This is an optimization exercise on Yosys and OpenROAD, whose aim is small area, a short achievable clock period and few clock cycles per item, not a production implementation.
At most, simulation tests tie the RTL to the original design; equivalence was not proved.

// PixelSolverMultiCore
module PixelSolverMultiCore (
  input               io_cmd_valid,
  output              io_cmd_ready,
  input      [27:0]   io_cmd_payload_x,
  input      [27:0]   io_cmd_payload_y,
  output              io_rsp_valid,
  input               io_rsp_ready,
  output     [5:0]    io_rsp_payload_iteration,
  input               clk,
  input               reset
);
  reg  [27:0] r0_x, r0_y, r0_x0, r0_y0;
  reg  [5:0]  r0_it;       
  reg         r0_lesc;     
  reg  [2:0] r0_seq;
  reg         r0_act;      
  reg  [44:0] r0_snap;
  reg  [2:1] act;        
  reg  [13:0] r0_bo, r0_bt;  
  reg  [13:0] r0_bn;         
  reg  [27:0] r0_xn;         
  reg         tk;          
  reg         wb_v;        
  reg  [2:0] wb_seq;      
  reg  [5:0]  wb_res;      
  reg  [5:0]  rob_d [0:7];
  reg  [7:0] rob_v;
  reg  [2:0] head, alloc;
  reg  [3:0] used;
  reg         o_v;
  reg  [5:0]  o_it;
  reg         tk_o, o_vp;   
  reg  [5:0]  o_itp;        
  assign io_cmd_ready = tk_o;
  wire        acc = tk & io_cmd_valid;
  assign io_rsp_valid = o_vp;
  assign io_rsp_payload_iteration = o_itp;
  wire [5:0]  itc = r0_it + 6'd1;
  wire        inx = (r0_x[27:22] == 6'd0) | (r0_x[27:22] == 6'h3f);
  wire        iny = (r0_y[27:22] == 6'd0) | (r0_y[27:22] == 6'h3f);
  wire [3:0]  qx = r0_x[21:18] ^ {4{r0_x[27]}};
  wire [3:0]  qy = r0_y[21:18] ^ {4{r0_y[27]}};
  ...
Size in the first run: about 6000 cells after synthesis, about 1200 flip-flops, roughly 68 I/O pins, about 67000 um2 of cells after synthesis.
Settings: LEC_CHECK=0, CAP_MARGIN=20, CORE_MARGIN=2, CORE_UTILIZATION=60, CTS_BUF_LIST=sky130_fd_sc_hd__clkbuf_16, CTS_CLUSTER_DIAMETER=150, CTS_CLUSTER_SIZE=24, SETUP_SLACK_MARGIN=5, SLEW_MARGIN=20, SYNTH_HIERARCHICAL=1; clock period 10.0 ns.
standard.sh (not shown) runs the stock make flow with config.mk's settings and CLKGATE_MAP_FILE= SYNTH_SCRIPT=/design/flow/synth_recipe.tcl, a recipe that flattens the netlist after the stock synthesis.
==> flow/flow/run.sh <==
#!/bin/bash
set -euo pipefail
MARGIN=${MARGIN:-7}
sed "s/SETUP_SLACK_MARGIN=[0-9.]*/SETUP_SLACK_MARGIN=$MARGIN/" standard.sh > standard_margin.sh
bash standard_margin.sh > standard.log 2>&1
The starting point completed with no timing, DRC or antenna violations.
Change:
==> flow/flow/run.sh (replaced) <==
#!/bin/bash
set -euo pipefail
MARGIN=${MARGIN:-7.1}
sed "s/SETUP_SLACK_MARGIN=[0-9.]*/SETUP_SLACK_MARGIN=$MARGIN/" standard.sh > standard_margin.sh
bash standard_margin.sh > standard.log 2>&1
Result: Cell count hardly moves; count of clock-buffer cells in the layout is unchanged; register-to-register slack is about the same; first-iteration DRC count went up by 3.5%; clock skew went up by 5.3 ps; sequential share of layout area went down by 0.24 points; design area went up by 0.89%; setup slack degrades by 11 ps.
No functional check of the RTL was part of any run of this note.

* * *

Another version of the RTL of PixelSolverMultiCore (not shown whole).
Size: ~6100 cells after synthesis, ~1200 flip-flops.
clock: 10.0 ns
lec_check: 0
cap_margin: 20
core_margin: 2
core_utilization: 60
cts_buf_list: sky130_fd_sc_hd__clkbuf_4
setup_slack_margin: 5
slew_margin: 20
synth_hierarchical: 1
==> flow/flow/run.sh <==
#!/bin/bash
set -euo pipefail
MARGIN=${MARGIN:-7}
sed "s/SETUP_SLACK_MARGIN=[0-9.]*/SETUP_SLACK_MARGIN=$MARGIN/" standard.sh > standard_margin.sh
bash standard_margin.sh > standard.log 2>&1
The first run produced a clean layout.
Testbench counts at the start, summed over its fixed seeds: cycles 262,439, pixels 8,192.
Rerun with:
- CTS_BUF_LIST: sky130_fd_sc_hd__clkbuf_4 -> sky130_fd_sc_hd__clkbuf_16
- CTS_CLUSTER_DIAMETER: not set -> 150
- CTS_CLUSTER_SIZE: not set -> 24
Result: Utilization decreases by 2.4 points; die area does not change; via count fell by 4.7%; count of clock-buffer cells in the layout drops by 409.
Rerun with:
- CTS_BUF_LIST: sky130_fd_sc_hd__clkbuf_16 -> sky130_fd_sc_hd__clkbuf_8
- CTS_CLUSTER_DIAMETER: 150 -> not set
- CTS_CLUSTER_SIZE: 24 -> not set
Effect:
- fmax went down by 6.3%
- setup slack degrades by 0.23 ns
- clock skew went up by 0.0061 ns
- sequential share of layout area went down by 1.5 points
Rerun with:
--- a/flow/flow/run.sh
+++ b/flow/flow/run.sh
@@ -3 +3 @@
-MARGIN=${MARGIN:-7}
+MARGIN=${MARGIN:-8}
- CTS_BUF_LIST: sky130_fd_sc_hd__clkbuf_8 -> sky130_fd_sc_hd__clkbuf_16
- CTS_CLUSTER_DIAMETER: not set -> 150
- CTS_CLUSTER_SIZE: not set -> 24
Result:
- routed wire length increases by 13%
- first-iteration DRC count is higher by 24%
- cell area increases by 11%
- sequential share of layout area went down by 2.9 points
- register-to-register slack improved by 0.09 ns

* * *

red:
Another version of the RTL of PixelSolverMultiCore (not shown whole).
Size in the first run: ~1200 flip-flops, about 68 I/O pins.
Settings: LEC_CHECK=0, CAP_MARGIN=20, CORE_MARGIN=2, CORE_UTILIZATION=60, CTS_BUF_LIST=sky130_fd_sc_hd__clkbuf_16, CTS_CLUSTER_DIAMETER=150, CTS_CLUSTER_SIZE=24, SETUP_SLACK_MARGIN=5, SLEW_MARGIN=20, SYNTH_HIERARCHICAL=1; clock period 10.0 ns.
==> flow/flow/run.sh <==
#!/bin/bash
set -euo pipefail
MARGIN=${MARGIN:-7}
sed "s/SETUP_SLACK_MARGIN=[0-9.]*/SETUP_SLACK_MARGIN=$MARGIN/" standard.sh > standard_margin.sh
bash standard_margin.sh > standard.log 2>&1
Looking at the reports, red completed the entire flow and the layout it produced met the timing, design-rule and antenna checks.
Setup changes, red to blue
==> flow/flow/run.sh <==
#!/bin/bash
set -euo pipefail
MARGIN=${MARGIN:-6.8}
sed "s/SETUP_SLACK_MARGIN=[0-9.]*/SETUP_SLACK_MARGIN=$MARGIN/" standard.sh > standard_margin.sh
bash standard_margin.sh > standard.log 2>&1
### Flow results
blue vs. red: placed cell count comparable, number of vias in the routed layout about even, met3 layer usage reported by global route closely matched the old numbers. Per the comparison of blue with red, routed via count divided by cell count increased about 0.36%, cell area decreased 1.5%, maximum frequency increased 0.50%.
Function was not checked in any run of this note: the RTL went through the layout flow alone.

* * *

== alpha ==
Another version of the RTL of PixelSolverMultiCore (not shown whole).
Size in the first run: roughly 670 flip-flops, roughly 68 I/O pins.
clock: 10.0 ns
lec_check: 0
cap_margin: 20
core_margin: 2
core_utilization: 50
slew_margin: 20
synth_hierarchical: 1
run.sh (not shown) runs the stock make flow with config.mk's settings and CLKGATE_MAP_FILE= SYNTH_SCRIPT=/design/flow/synth_recipe.tcl, a recipe that flattens the netlist after the stock synthesis.
Stock flow here: none of the scripts above is used.
alpha finished every stage and its layout cleared the timing, design-rule and antenna checks.
Testbench counts of alpha, summed over its fixed seeds: cycles 260,505, pixels 8,192.
Here is what was changed in the inputs of beta compared with alpha.
==> flow/flow/run.sh (new file) <==
#!/bin/bash
set -euo pipefail
MARGIN=${MARGIN:-7}
sed "s/SETUP_SLACK_MARGIN=[0-9.]*/SETUP_SLACK_MARGIN=$MARGIN/" standard.sh > standard_margin.sh
bash standard_margin.sh > standard.log 2>&1
==> flow/standard.sh (new file) <==
#!/bin/bash
# synth_recipe.tcl (not shown) runs the flow's synth.tcl, then flattens the netlist and writes it again
# the make line also repeats each setting of config.mk as NAME=value (left out here)
make -C /OpenROAD-flow-scripts/flow DESIGN_CONFIG=/design/flow/config.mk WORK_HOME=/design/flow/orfs CLKGATE_MAP_FILE= SYNTH_SCRIPT=/design/flow/synth_recipe.tcl "${@:-finish}"
--- a/flow/config.mk
+++ b/flow/config.mk
@@ -9,4 +9,5 @@
 export CORE_MARGIN = 2
 export CORE_UTILIZATION = 50
+export SETUP_SLACK_MARGIN = 5
 export SLEW_MARGIN = 20
 export SYNTH_HIERARCHICAL = 1
removed: flow/run.sh
Results
- beta: no failed stages, no open violations at the end
- For beta, the endpoint of the worst setup timing path was q1_s3253$_DFF_P_, unlike alpha, where it was q1_s3261$_DFF_P_.
- Multiplexer area fraction after synthesis: alpha vs beta — no meaningful difference
- Comparing non-clock buffer count for alpha and beta, the smaller number came from alpha.
- Going from alpha to beta, final-layout fill cell count -about 15%, transition time at the pin with the least slew margin lost 0.10 ns, worst path arrival time shows a reduction of 1.04 ns.

* * *

PixelSolverMultiCore, a different RTL version from the one above (not shown whole).
For scale: ~6000 cells after synthesis, about 1200 flip-flops, roughly 68 I/O pins, roughly 67000 µm² of cells after synthesis.
clock: 10.0 ns
lec_check: 0
cap_margin: 20
core_margin: 2
core_utilization: 60
cts_buf_list: sky130_fd_sc_hd__clkbuf_16
cts_cluster_diameter: 120
cts_cluster_size: 20
setup_slack_margin: 5
slew_margin: 20
synth_hierarchical: 1
standard.sh (not shown) runs the stock make flow with config.mk's settings and CLKGATE_MAP_FILE= SYNTH_SCRIPT=/design/flow/synth_recipe.tcl, a recipe that flattens the netlist after the stock synthesis.
==> flow/flow/run.sh <==
#!/bin/bash
set -euo pipefail
MARGIN=${MARGIN:-6.8}
sed "s/SETUP_SLACK_MARGIN=[0-9.]*/SETUP_SLACK_MARGIN=$MARGIN/" standard.sh > standard_margin.sh
bash standard_margin.sh > standard.log 2>&1
Testbench counts at the start, summed over its fixed seeds: cycles 255,610, pixels 8,192.
Then changed:
==> flow/flow/run.sh (replaced) <==
#!/bin/bash
set -euo pipefail
MARGIN=${MARGIN:-7.25}
sed "s/SETUP_SLACK_MARGIN=[0-9.]*/SETUP_SLACK_MARGIN=$MARGIN/" standard.sh > standard_margin.sh
bash standard_margin.sh > standard.log 2>&1
Settings changed: CTS_CLUSTER_DIAMETER 120 to 150, CTS_CLUSTER_SIZE 20 to 24.
Effect: The changed run produced a clean layout; worst setup slack loses 0.045 ns; critical path depth is unchanged; via count went up by 4.3%; clock-buffer cell count falls by 12; synthesized cell count does not change; die area stays the same; fmax drops by about 1.4%.
Then changed:
==> flow/flow/run.sh (replaced) <==
#!/bin/bash
set -euo pipefail
MARGIN=${MARGIN:-7}
sed "s/SETUP_SLACK_MARGIN=[0-9.]*/SETUP_SLACK_MARGIN=$MARGIN/" standard.sh > standard_margin.sh
bash standard_margin.sh > standard.log 2>&1
After rerunning: Worst setup slack improved by 0.013 ns; synthesized area does not change; die area stays the same; non-clock buffer count fell by 127.
Then changed:
==> flow/flow/run.sh (replaced) <==
#!/bin/bash
set -euo pipefail
MARGIN=${MARGIN:-6.8}
sed "s/SETUP_SLACK_MARGIN=[0-9.]*/SETUP_SLACK_MARGIN=$MARGIN/" standard.sh > standard_margin.sh
bash standard_margin.sh > standard.log 2>&1
Outcome:
- The new run completed with no timing, DRC or antenna violations
- synthesized cell count does not change
- die area does not change
- setup slack got worse by 0.019 ns
- maximum frequency decreases by 0.58%
- hold slack gets better by 0.0038 ns
- via count goes down by 0.99%
- non-clock buffer count is lower by 60
- flip-flop and latch count is unchanged

==> what the ideal ports hide <==
The flow's constraints put no driver on any port. The routed layouts listed below were extracted and timed again, unchanged, in two steps. Step 1 sets driving cells, clkbuf_16 on the clock port and buf_2 on the other inputs (assumed; they add their load-dependent delay and slew). Step 2 adds t to the input delays and takes it off the output delays; t is the mean of the earliest and latest rising clock arrival at the registers after step 1. Input paths then give back, and output paths get back, about the clock's delay inside the block. Three values: no drivers, after step 1, after step 2; two values: the first two.
run | shift t [ns] | slack for setup (ns) | hold WS [ns] | worst setup path after step 2
the first run of note 1 | 0.792 | 6.812 / 6.773 / 6.404 | 0.320 / 0.320 / 0.320 | input to register
the second run of note 1 | 0.782 | 6.801 / 6.753 / 6.441 | 0.321 / 0.321 / 0.321 | input to register
the first run of note 2 | 1.341 | 6.059 / 5.989 / 5.954 | 0.289 / 0.289 / 0.289 | input to register
the second run of note 2 | 0.793 | 6.640 / 6.567 / 6.267 | 0.322 / 0.322 / 0.322 | input to register
the third run of note 2 | 1.016 | 6.413 / 6.342 / 6.187 | 0.295 / 0.295 / 0.295 | input to register
the fourth run of note 2 | 0.810 | 6.654 / 6.573 / 6.552 | 0.323 / 0.323 / 0.323 | input to register
red | 0.784 | 6.698 / 6.726 / 5.955 | 0.328 / 0.328 / 0.328 | input to register
blue | 0.784 | 6.714 / 6.697 / 5.966 | 0.322 / 0.322 / 0.322 | input to register
alpha | 0.757 | 4.300 / 4.300 / 4.300 | 0.315 / 0.315 / 0.315 | register to register
beta | 0.771 | 5.377 / 5.377 / 5.377 | 0.322 / 0.322 / 0.322 | register to register
the first run of note 5 | 0.746 | 6.807 / 6.728 / 6.177 | 0.324 / 0.324 / 0.324 | input to register
the second run of note 5 | 0.775 | 6.763 / 6.688 / 6.551 | 0.328 / 0.328 / 0.328 | input to register
the third run of note 5 | 0.772 | 6.775 / 6.697 / 6.390 | 0.320 / 0.320 / 0.320 | input to register
the fourth run of note 5 | 0.783 | 6.757 / 6.677 / 6.194 | 0.324 / 0.324 / 0.324 | input to register
After both steps setup and hold are still met in every run listed. For blue, which loses most, drivers alone change the setup slack by -0.017 ns; drivers and shift together by -0.748 ns.
